This design comes from an exercise in tuning for small area and a short achievable clock period on the open sky130 flow, not from production work.
At most, simulation tests tie the RTL to the original design; equivalence was not proved.

run a:
Design cordic, start of the top module:
module cordic (
    input  wire        clk,
    input  wire        rst,
    input  wire        valid_i,
    input  wire signed [16:0] x_i,
    input  wire signed [16:0] y_i,
    output wire        valid_o,
    output wire signed [16:0] x_o,
    output wire signed [16:0] y_o
    );
export LEC_CHECK = 0
export CAP_MARGIN = 20
export CORE_MARGIN = 2
export CORE_UTILIZATION = 40
export SETUP_SLACK_MARGIN = 1.5
export SLEW_MARGIN = 20
create_clock -name core_clock -period 4.6 [get_ports {clk}]
run.sh (not shown) runs the stock make flow with config.mk's settings and CLKGATE_MAP_FILE= SYNTH_SCRIPT=/design/flow/synth_recipe.tcl, a recipe that flattens the netlist after the stock synthesis.
Input changes introduced in run b (baseline for comparison: run a):
# run a
export LEC_CHECK = 0
export CAP_MARGIN = 20
export CORE_MARGIN = 2
export CORE_UTILIZATION = 40
export SETUP_SLACK_MARGIN = 1.5
export SLEW_MARGIN = 20
create_clock -name core_clock -period 4.6 [get_ports {clk}]
# run b
export LEC_CHECK = 0
export ABC_AREA = 1
export CAP_MARGIN = 20
export CORE_MARGIN = 2
export CORE_UTILIZATION = 40
export SETUP_SLACK_MARGIN = 2.0
export SLEW_MARGIN = 20
create_clock -name core_clock -period 4.6 [get_ports {clk}]
==> flow/flow/run.sh (new file) <==
#!/bin/bash
# The standard layout (standard.sh: ORFS from synthesis to the final layout), with one change:
# ADDER_MAP_FILE is empty, so ORFS's synthesis skips Yosys's full/half adder extraction and abc maps
# the adders' logic like the rest. Everything else, including the registers, is the standard flow.
set -euo pipefail
cd "$(dirname "$0")/.."
export ADDER_MAP_FILE=
bash standard.sh > standard.log 2>&1
==> flow/standard.sh (new file) <==
#!/bin/bash
# synth_recipe.tcl (not shown) runs the flow's synth.tcl, then flattens the netlist and writes it again
# the make line also repeats each setting of config.mk as NAME=value (left out here)
make -C /OpenROAD-flow-scripts/flow DESIGN_CONFIG=/design/flow/config.mk WORK_HOME=/design/flow/orfs CLKGATE_MAP_FILE= SYNTH_SCRIPT=/design/flow/synth_recipe.tcl "${@:-finish}"
removed: flow/run.sh
Results
Going from run a to run b, worst hold slack decreased by 24 ps relative to the old numbers; cell count increased by 46% relative to the old numbers; met2 layer usage reported by global route decreased by 0.94 points relative to the old numbers. The run showing the greater final cycle utilization of the critical path is run a.
Function was not checked in any run of this note: the RTL went through the layout flow alone.

========
Another version of the RTL of cordic (not shown whole).
For scale: ~3400 cells after synthesis, roughly 35000 um2 of cells after synthesis.
clock: 4.6 ns
lec_check: 0
cap_margin: 20
core_margin: 2
core_utilization: 40
setup_slack_margin: 2.0
slew_margin: 20
Stock flow here: none of the scripts above is used.
Then changed:
--- a/flow/config.mk
+++ b/flow/config.mk
@@ -9,4 +9,4 @@
 export CORE_MARGIN = 2
 export CORE_UTILIZATION = 40
-export SETUP_SLACK_MARGIN = 2.0
+export SETUP_SLACK_MARGIN = 2.5
 export SLEW_MARGIN = 20
Via count rose by 1.6%.
Die area stays the same.
Design area rose by 4.4%.
Non-clock buffer count rose by 46.
Wire length rose by 5.3%.
Clock-buffer cell count fell by 9.
Core utilization rose by 2.4 points.
Register-to-register slack gains 160 ps.
Global-route usage rose by 0.91 points.
Final cell count rose by 0.82%.
Then changed:
--- a/flow/config.mk
+++ b/flow/config.mk
@@ -9,4 +9,4 @@
 export CORE_MARGIN = 2
 export CORE_UTILIZATION = 40
-export SETUP_SLACK_MARGIN = 2.5
+export SETUP_SLACK_MARGIN = 1.5
 export SLEW_MARGIN = 20
Result: Area after synthesis stays the same; global-route usage falls by 1.8 points.
Then changed:
--- a/flow/config.mk
+++ b/flow/config.mk
@@ -9,4 +9,4 @@
 export CORE_MARGIN = 2
 export CORE_UTILIZATION = 40
-export SETUP_SLACK_MARGIN = 1.5
+export SETUP_SLACK_MARGIN = 1.0
 export SLEW_MARGIN = 20
After rerunning: The changed run ran to the end with no violations; worst setup slack degrades by 240 ps; final area drops by 4.1%; fmax is lower by 6.9%.
Function was not checked in any run of this note: the RTL went through the layout flow alone.

========
cordic, a different RTL version from the one above (not shown whole).
Size in the first run: roughly 580 flip-flops, about 72 I/O pins, about 35,000 um2 of cells after synthesis.
clock: 4.6 ns
lec_check: 0
cap_margin: 20
core_margin: 2
core_utilization: 55
cts_buf_list: sky130_fd_sc_hd__clkbuf_4 sky130_fd_sc_hd__clkbuf_8
setup_slack_margin: 1.5
slew_margin: 20
==> next run, changes <==
CORE_UTILIZATION = 40   (was 55)
After rerunning: Count of clock-buffer cells in the layout went down by 8. Area after synthesis stays the same. Cell count went up by 7.1%. Cell area went up by 1.6%. Hold slack degrades by 0.049 ns. Routed wire length went down by 3.8%. Via count went down by 2.4%. First-iteration DRC count went down by 32%. Critical path depth does not change. Non-clock buffer count went up by 10.
==> next run, changes <==
CTS_BUF_LIST = unset   (was sky130_fd_sc_hd__clkbuf_4 sky130_fd_sc_hd__clkbuf_8)
Non-clock buffer count went down by 25. Wire length is lower by about 0.9%. Utilization goes down by 0.59 points. Synthesized area stays the same.

========
Another version of the RTL of cordic (not shown whole).
Size: about 6000 cells after synthesis, roughly 580 flip-flops, roughly 0.038 mm2 of cells after synthesis.
Settings: LEC_CHECK=0, ABC_AREA=1, CAP_MARGIN=20, CORE_MARGIN=2, CORE_UTILIZATION=40, SETUP_SLACK_MARGIN=2.2, SLEW_MARGIN=20; clock period 4.6 ns.
standard.sh (not shown) runs the stock make flow with config.mk's settings and CLKGATE_MAP_FILE= SYNTH_SCRIPT=/design/flow/synth_recipe.tcl, a recipe that flattens the netlist after the stock synthesis.
==> flow/flow/run.sh <==
#!/bin/bash
# The standard layout (standard.sh: ORFS from synthesis to the final layout), with one change:
# ADDER_MAP_FILE is empty, so ORFS's synthesis skips Yosys's full/half adder extraction and abc maps
# the adders' logic like the rest. Everything else, including the registers, is the standard flow.
set -euo pipefail
cd "$(dirname "$0")/.."
export ADDER_MAP_FILE=
bash standard.sh > standard.log 2>&1
The starting point finished with timing, DRC and antenna clean.
==> next run, changes <==
--- a/flow/config.mk
+++ b/flow/config.mk
@@ -10,4 +10,6 @@
 export CORE_MARGIN = 2
 export CORE_UTILIZATION = 40
-export SETUP_SLACK_MARGIN = 2.2
+export CTS_CLUSTER_DIAMETER = 120
+export CTS_CLUSTER_SIZE = 20
+export SETUP_SLACK_MARGIN = 2.0
 export SLEW_MARGIN = 20
Result: The changed run went through all stages and came out clean. Die area does not change. Sequential cell count is unchanged. Fmax decreases by a few percent. Via count goes down by a few percent. Synthesized area stays the same. Clock-buffer cell count fell by 54.
==> next run, changes <==
==> flow/run.sh (new file) <==
#!/bin/bash
# synth_recipe.tcl (not shown) runs the flow's synth.tcl, then flattens the netlist and writes it again
# the make line also repeats each setting of config.mk as NAME=value (left out here)
make -C /OpenROAD-flow-scripts/flow DESIGN_CONFIG=/design/flow/config.mk WORK_HOME=/design/flow/orfs CLKGATE_MAP_FILE= SYNTH_SCRIPT=/design/flow/synth_recipe.tcl finish
==> flow/config.mk (replaced) <==
export PLATFORM = sky130hd
export DESIGN_NAME = cordic
export DESIGN_NICKNAME = cordic
export VERILOG_FILES = /design/flow/design.v
export SDC_FILE = /design/flow/constraint.sdc
export NUM_CORES = 4
export LEC_CHECK = 0
export CAP_MARGIN = 20
export CORE_MARGIN = 2
export CORE_UTILIZATION = 40
export SETUP_SLACK_MARGIN = 1.2
export SLEW_MARGIN = 20
removed: flow/flow/run.sh
removed: flow/standard.sh
After rerunning:
- utilization rose by 3.1 points
- worst setup slack is worse by 0.82 ns
- non-clock buffer count rose by 16
- sequential cell count does not change
- global-route usage fell by 1.0 points
- area after synthesis fell by about 9%
- count of clock-buffer cells in the layout rose by 57
- maximum frequency fell by 25%

========
Another version of the RTL of cordic (not shown whole).
For scale: about 1,100 flip-flops, ~72 I/O pins, ~0.049 mm² of cells after synthesis.
## cordic
module cordic (
    input  wire                     clk,
    input  wire                     rst,
    input  wire                     valid_i,
    input  wire signed [16:0] x_i,
    input  wire signed [16:0] y_i,
    output wire                     valid_o,
    output wire signed [16:0] x_o,
    output wire signed [16:0] y_o
    );
Settings: LEC_CHECK=0, CAP_MARGIN=20, CORE_MARGIN=2, CORE_UTILIZATION=40, SETUP_SLACK_MARGIN=2.5, SLEW_MARGIN=20, SYNTH_HIERARCHICAL=1; clock period 4.6 ns.
run.sh (not shown) runs the stock make flow with config.mk's settings and CLKGATE_MAP_FILE= SYNTH_SCRIPT=/design/flow/synth_recipe.tcl, a recipe that flattens the netlist after the stock synthesis.
Stock flow here: none of the scripts above is used.
The starting point finished with timing, DRC and antenna clean.
Edit:
==> flow/flow/run.sh (new file) <==
#!/bin/bash
# The standard layout (standard.sh: ORFS from synthesis to the final layout), with one change:
# ADDER_MAP_FILE is empty, so ORFS's synthesis skips Yosys's full/half adder extraction and abc maps
# the adders' logic like the rest. Everything else, including the registers, is the standard flow.
set -euo pipefail
cd "$(dirname "$0")/.."
export ADDER_MAP_FILE=
bash standard.sh > standard.log 2>&1
==> flow/standard.sh (new file) <==
#!/bin/bash
# synth_recipe.tcl (not shown) runs the flow's synth.tcl, then flattens the netlist and writes it again
# the make line also repeats each setting of config.mk as NAME=value (left out here)
make -C /OpenROAD-flow-scripts/flow DESIGN_CONFIG=/design/flow/config.mk WORK_HOME=/design/flow/orfs CLKGATE_MAP_FILE= SYNTH_SCRIPT=/design/flow/synth_recipe.tcl "${@:-finish}"
--- a/flow/config.mk
+++ b/flow/config.mk
@@ -7,0 +8 @@
+export ABC_AREA = 1
@@ -11 +12 @@
-export SETUP_SLACK_MARGIN = 2.5
+export SETUP_SLACK_MARGIN = 2.2
removed: flow/run.sh
=> The changed run went through all stages and came out clean; worst setup slack gains 0.030 ns; maximum frequency is higher by 1.3%.
No functional check of the RTL was part of any run of this note.

========
RTL: one of the versions met above, not the one the previous note started from.
Size in the first run: about 580 flip-flops, roughly 72 I/O pins, roughly 0.038 sq mm of cells after synthesis.
Settings: LEC_CHECK=0, ABC_AREA=1, CAP_MARGIN=20, CORE_MARGIN=2, CORE_UTILIZATION=40, CTS_CLUSTER_DIAMETER=120, CTS_CLUSTER_SIZE=20, GPL_ROUTABILITY_DRIVEN=0, SETUP_SLACK_MARGIN=2.0, SLEW_MARGIN=20; clock period 4.6 ns.
standard.sh (not shown) runs the stock make flow with config.mk's settings and CLKGATE_MAP_FILE= SYNTH_SCRIPT=/design/flow/synth_recipe.tcl, a recipe that flattens the netlist after the stock synthesis.
==> flow/flow/run.sh <==
#!/bin/bash
# The standard layout (standard.sh: ORFS from synthesis to the final layout), with one change:
# ADDER_MAP_FILE is empty, so ORFS's synthesis skips Yosys's full/half adder extraction and abc maps
# the adders' logic like the rest. Everything else, including the registers, is the standard flow.
set -euo pipefail
cd "$(dirname "$0")/.."
export ADDER_MAP_FILE=
bash standard.sh > standard.log 2>&1
The first run ran to the end with no violations.
Change:
==> flow/run.sh (new file) <==
#!/bin/bash
# synth_recipe.tcl (not shown) runs the flow's synth.tcl, then flattens the netlist and writes it again
# the make line also repeats each setting of config.mk as NAME=value (left out here)
make -C /OpenROAD-flow-scripts/flow DESIGN_CONFIG=/design/flow/config.mk WORK_HOME=/design/flow/orfs CLKGATE_MAP_FILE= SYNTH_SCRIPT=/design/flow/synth_recipe.tcl finish
Settings changed: CTS_CLUSTER_DIAMETER 120 to default, CTS_CLUSTER_SIZE 20 to default, GPL_ROUTABILITY_DRIVEN 0 to default, SETUP_SLACK_MARGIN 2.0 to 1.0.
removed: flow/flow/run.sh
removed: flow/standard.sh
Effect: The changed run finished clean. Setup slack loses 920 ps. Worst hold slack loses 6.2 ps. Design area increases slightly. Maximum frequency decreases by a quarter to a third. Synthesized cell count decreases by a quarter to a third. Sequential cell count is unchanged. Via count decreases by a quarter to a third.
Change:
==> flow/flow/run.sh (new file) <==
#!/bin/bash
# The standard layout (standard.sh: ORFS from synthesis to the final layout), with one change:
# ADDER_MAP_FILE is empty, so ORFS's synthesis skips Yosys's full/half adder extraction and abc maps
# the adders' logic like the rest. Everything else, including the registers, is the standard flow.
set -euo pipefail
cd "$(dirname "$0")/.."
export ADDER_MAP_FILE=
bash standard.sh > standard.log 2>&1
==> flow/standard.sh (new file) <==
#!/bin/bash
# synth_recipe.tcl (not shown) runs the flow's synth.tcl, then flattens the netlist and writes it again
# the make line also repeats each setting of config.mk as NAME=value (left out here)
make -C /OpenROAD-flow-scripts/flow DESIGN_CONFIG=/design/flow/config.mk WORK_HOME=/design/flow/orfs CLKGATE_MAP_FILE= SYNTH_SCRIPT=/design/flow/synth_recipe.tcl "${@:-finish}"
Settings changed: CORE_UTILIZATION 40 to 35, CTS_CLUSTER_DIAMETER from default to 120, CTS_CLUSTER_SIZE from default to 20, SETUP_SLACK_MARGIN 1.0 to 2.1.
removed: flow/run.sh
Outcome:
- register-to-register slack improves by 1000 ps
- critical path depth drops by 14
- setup slack gets better by 910 ps
- clock skew stays flat
- synthesized cell count went up by about 50%
- die area climbs by 19%
- cell area goes up by 1.9%
- area after synthesis came out higher by about 4%
- sequential share of layout area shrinks by 0.40 points
Change:
Settings changed: CORE_UTILIZATION 35 to 40, SETUP_SLACK_MARGIN 2.1 to 2.4.
- die area came out lower by 12%
- worst hold slack is about the same
- routed wire length came out higher by 11%
- count of clock-buffer cells in the layout decreases by 1
- sequential cell count is unchanged
- cell area goes up by 14%
- worst setup slack is better by 130 ps
- maximum frequency came out higher by 5.9%
Change:
Settings changed: SETUP_SLACK_MARGIN 2.4 to 2.1.
Effect: The changed run produced a clean layout. Clock-buffer cell count rose by 1. Non-clock buffer count drops by 240. Final area goes down by roughly a tenth. Core utilization fell by 6.6 points. Wire length falls by roughly a tenth. Global-route usage falls by 0.48 points. First-iteration DRC count fell by roughly a tenth. Worst setup slack loses 110 ps. Die area is unchanged.
Change:
Settings changed: CORE_UTILIZATION 40 to 55, CTS_CLUSTER_DIAMETER 120 to default, CTS_CLUSTER_SIZE 20 to default, SETUP_SLACK_MARGIN 2.1 to 2.0.
- clock-buffer cell count rose by 38
- via count is higher by 0.81%
- critical path depth went up by 16

========
Starting RTL as in the previous note.
// cordic
module cordic (
    input  wire        clk,
    input  wire        rst,
    input  wire        valid_i,
    input  wire signed [16:0] x_i,
    input  wire signed [16:0] y_i,
    output wire        valid_o,
    output wire signed [16:0] x_o,
    output wire signed [16:0] y_o
    );
    reg [15:0] vp;
    always @(posedge clk)
        if (rst) vp <= 16'd0;
        else     vp <= {vp[14:0], valid_i};
    assign valid_o = vp[15];
    wire [16:0] ax, ay;
    assign ax = x_i[16] ? -x_i : x_i;
    assign ay = y_i[16] ? -y_i : y_i;
    reg [16:0] rx_a, ry_a;
    reg rd_a;
    always @(posedge clk) begin rx_a <= ax; ry_a <= ay; rd_a <= |y_i[15:0]; end
    wire [16:0] x0, y0, xs0, ys0, nx0, ny0;
    wire d0;
    assign x0 = rx_a; assign y0 = ry_a;
    assign d0 = rd_a;
    assign xs0 = x0;
    assign ys0 = y0;
    wire [16:0] nx0_b = ys0 ^ {17{1'b0}};
    wire [16:0] nx0_s;
    wire [17:0] nx0_s_p, nx0_s_g;
    assign nx0_s_g[0] = 1'b0;
    assign nx0_s_p[0] = 1'b0;
    assign nx0_s_p[1] = x0[0] ^ nx0_b[0];
    assign nx0_s_g[1] = x0[0] & nx0_b[0];
  ...
clock: 4.6 ns
lec_check: 0
abc_area: 1
cap_margin: 20
core_margin: 2
core_utilization: 40
cts_cluster_diameter: 120
cts_cluster_size: 20
setup_slack_margin: 2.2
slew_margin: 20
==> flow/flow/run.sh <==
#!/bin/bash
# The standard layout (standard.sh: ORFS from synthesis to the final layout), with one change:
# ADDER_MAP_FILE is empty, so ORFS's synthesis skips Yosys's full/half adder extraction and abc maps
# the adders' logic like the rest. Everything else, including the registers, is the standard flow.
set -euo pipefail
cd "$(dirname "$0")/.."
export ADDER_MAP_FILE=
bash standard.sh > standard.log 2>&1
The starting point completed without violations.
Rerun with:
==> flow/run.sh (new file) <==
#!/bin/bash
# synth_recipe.tcl (not shown) runs the flow's synth.tcl, then flattens the netlist and writes it again
# the make line also repeats each setting of config.mk as NAME=value (left out here)
make -C /OpenROAD-flow-scripts/flow DESIGN_CONFIG=/design/flow/config.mk WORK_HOME=/design/flow/orfs CLKGATE_MAP_FILE= SYNTH_SCRIPT=/design/flow/synth_recipe.tcl finish
--- a/flow/config.mk
+++ b/flow/config.mk
@@ -12,3 +12 @@
-export CTS_CLUSTER_DIAMETER = 120
-export CTS_CLUSTER_SIZE = 20
-export SETUP_SLACK_MARGIN = 2.2
+export SETUP_SLACK_MARGIN = 1.5
removed: flow/flow/run.sh
removed: flow/standard.sh
After rerunning: Critical path depth rose by 19. Fmax fell by about 20%. Cell count fell by 27%. Via count fell by 28%. First-iteration DRC count fell by about 40%. Worst setup slack gets worse by 0.63 ns. Worst hold slack gets worse by 0.0040 ns. Utilization rose by 0.62 points. Non-clock buffer count fell by 42.
Rerun with:
==> flow/flow/run.sh (new file) <==
#!/bin/bash
# The standard layout (standard.sh: ORFS from synthesis to the final layout), with one change:
# ADDER_MAP_FILE is empty, so ORFS's synthesis skips Yosys's full/half adder extraction and abc maps
# the adders' logic like the rest. Everything else, including the registers, is the standard flow.
set -euo pipefail
cd "$(dirname "$0")/.."
export ADDER_MAP_FILE=
bash standard.sh > standard.log 2>&1
==> flow/standard.sh (new file) <==
#!/bin/bash
# synth_recipe.tcl (not shown) runs the flow's synth.tcl, then flattens the netlist and writes it again
# the make line also repeats each setting of config.mk as NAME=value (left out here)
make -C /OpenROAD-flow-scripts/flow DESIGN_CONFIG=/design/flow/config.mk WORK_HOME=/design/flow/orfs CLKGATE_MAP_FILE= SYNTH_SCRIPT=/design/flow/synth_recipe.tcl "${@:-finish}"
--- a/flow/config.mk
+++ b/flow/config.mk
@@ -12 +12,3 @@
-export SETUP_SLACK_MARGIN = 1.5
+export CTS_CLUSTER_DIAMETER = 120
+export CTS_CLUSTER_SIZE = 25
+export SETUP_SLACK_MARGIN = 2.2
removed: flow/run.sh
Effect:
- The new run produced a clean layout
- routed wire length increases by 17%
- via count increases by 38%
Rerun with:
==> flow/run.sh (new file) <==
#!/bin/bash
# synth_recipe.tcl (not shown) runs the flow's synth.tcl, then flattens the netlist and writes it again
# the make line also repeats each setting of config.mk as NAME=value (left out here)
make -C /OpenROAD-flow-scripts/flow DESIGN_CONFIG=/design/flow/config.mk WORK_HOME=/design/flow/orfs CLKGATE_MAP_FILE= SYNTH_SCRIPT=/design/flow/synth_recipe.tcl finish
--- a/flow/config.mk
+++ b/flow/config.mk
@@ -8 +7,0 @@
-export ABC_AREA = 1
@@ -12,3 +11 @@
-export CTS_CLUSTER_DIAMETER = 120
-export CTS_CLUSTER_SIZE = 25
-export SETUP_SLACK_MARGIN = 2.2
+export SETUP_SLACK_MARGIN = 1.8
removed: flow/flow/run.sh
removed: flow/standard.sh
What happened: The new run finished with timing, DRC and antenna clean. Maximum frequency fell by about 30%. Die area shrinks by 8.5%. Via count decreases by 31%. Cell count went down by about 35%. Wire length drops by 12%. Synthesized area shrinks by about 9%. Register-to-register slack is worse by 0.93 ns.

## what the ideal ports hide
The flow's constraints put no driver on any port. The routed layouts listed below were extracted and timed again, unchanged, in two steps. Step 1 assumes that a clkbuf_16 drives the clock port and a buf_2 every other input. Step 2 times the ports against the registers' clock, not the clock port: input delays grow and output delays shrink by t, the midpoint of the rising clock arrivals with the driver on. Slacks: no drivers / after step 1 / after step 2; pairs: no drivers / after step 1.
| run | shift t [ns] | slack for setup (ns) | worst setup path at the end | worst slew at a driven data input, ns | cell pins on the clock port's net |
|---|---|---|---|---|---|
| run a | 0.675 | 1.465 / 1.465 / 1.442 | input to register | 0.04 | 1 |
| run b | 0.693 | 2.179 / 2.116 / 1.540 | input to register | 0.03 | 1 |
| the first run of note 2 | 0.673 | 1.143 / 1.143 / 1.143 | register to register | 0.05 | 1 |
| the second run of note 2 | 0.669 | 1.301 / 1.301 / 1.301 | register to register | 0.05 | 1 |
| the third run of note 2 | 0.663 | 1.323 / 1.323 / 1.323 | register to register | 0.04 | 1 |
| the fourth run of note 2 | 0.657 | 1.078 / 1.078 / 1.078 | register to register | 0.04 | 1 |
| the first run of note 3 | 0.730 | 1.267 / 1.267 / 1.267 | register to register | 0.04 | 1 |
| the second run of note 3 | 0.772 | 1.323 / 1.323 / 1.323 | register to register | 0.05 | 1 |
| the third run of note 3 | 0.663 | 1.323 / 1.323 / 1.323 | register to register | 0.04 | 1 |
| the first run of note 4 | 0.673 | 2.295 / 2.304 / 1.661 | input to register | 0.05 | 1 |
| the second run of note 4 | 0.623 | 2.178 / 2.136 / 1.628 | input to register | 0.04 | 1 |
| the third run of note 4 | 0.659 | 1.357 / 1.357 / 1.357 | register to register | 0.05 | 1 |
| the first run of note 5 | 0.768 | 2.292 / 2.292 / 1.822 | input to register | 0.05 | 1 |
| the second run of note 5 | 0.795 | 2.323 / 2.254 / 2.121 | input to register | 0.07 | 1 |
| the first run of note 6 | 0.623 | 2.178 / 2.136 / 1.628 | input to register | 0.04 | 1 |
| the second run of note 6 | 0.674 | 1.261 / 1.261 / 1.261 | register to register | 0.05 | 1 |
| the third run of note 6 | 0.654 | 2.175 / 2.114 / 1.566 | input to register | 0.05 | 1 |
| the fourth run of note 6 | 0.639 | 2.310 / 2.310 / 1.882 | input to register | 0.05 | 1 |
| the fifth run of note 6 | 0.623 | 2.199 / 2.133 / 1.663 | input to register | 0.04 | 1 |
| the sixth run of note 6 | 0.692 | 2.051 / 2.089 / 1.397 | input to register | 0.05 | 1 |
| the first run of note 7 | 0.621 | 2.258 / 2.200 / 1.769 | input to register | 0.05 | 1 |
| the second run of note 7 | 0.656 | 1.629 / 1.629 / 1.629 | register to register | 0.05 | 1 |
| the third run of note 7 | 0.672 | 2.297 / 2.297 / 1.665 | input to register | 0.05 | 1 |
| the fourth run of note 7 | 0.663 | 1.370 / 1.370 / 1.351 | input to register | 0.05 | 1 |
After both steps every run listed still meets setup and hold. For the sixth run of note 6, which loses most, drivers alone change the setup slack by +0.038 ns; drivers and shift together by -0.654 ns.
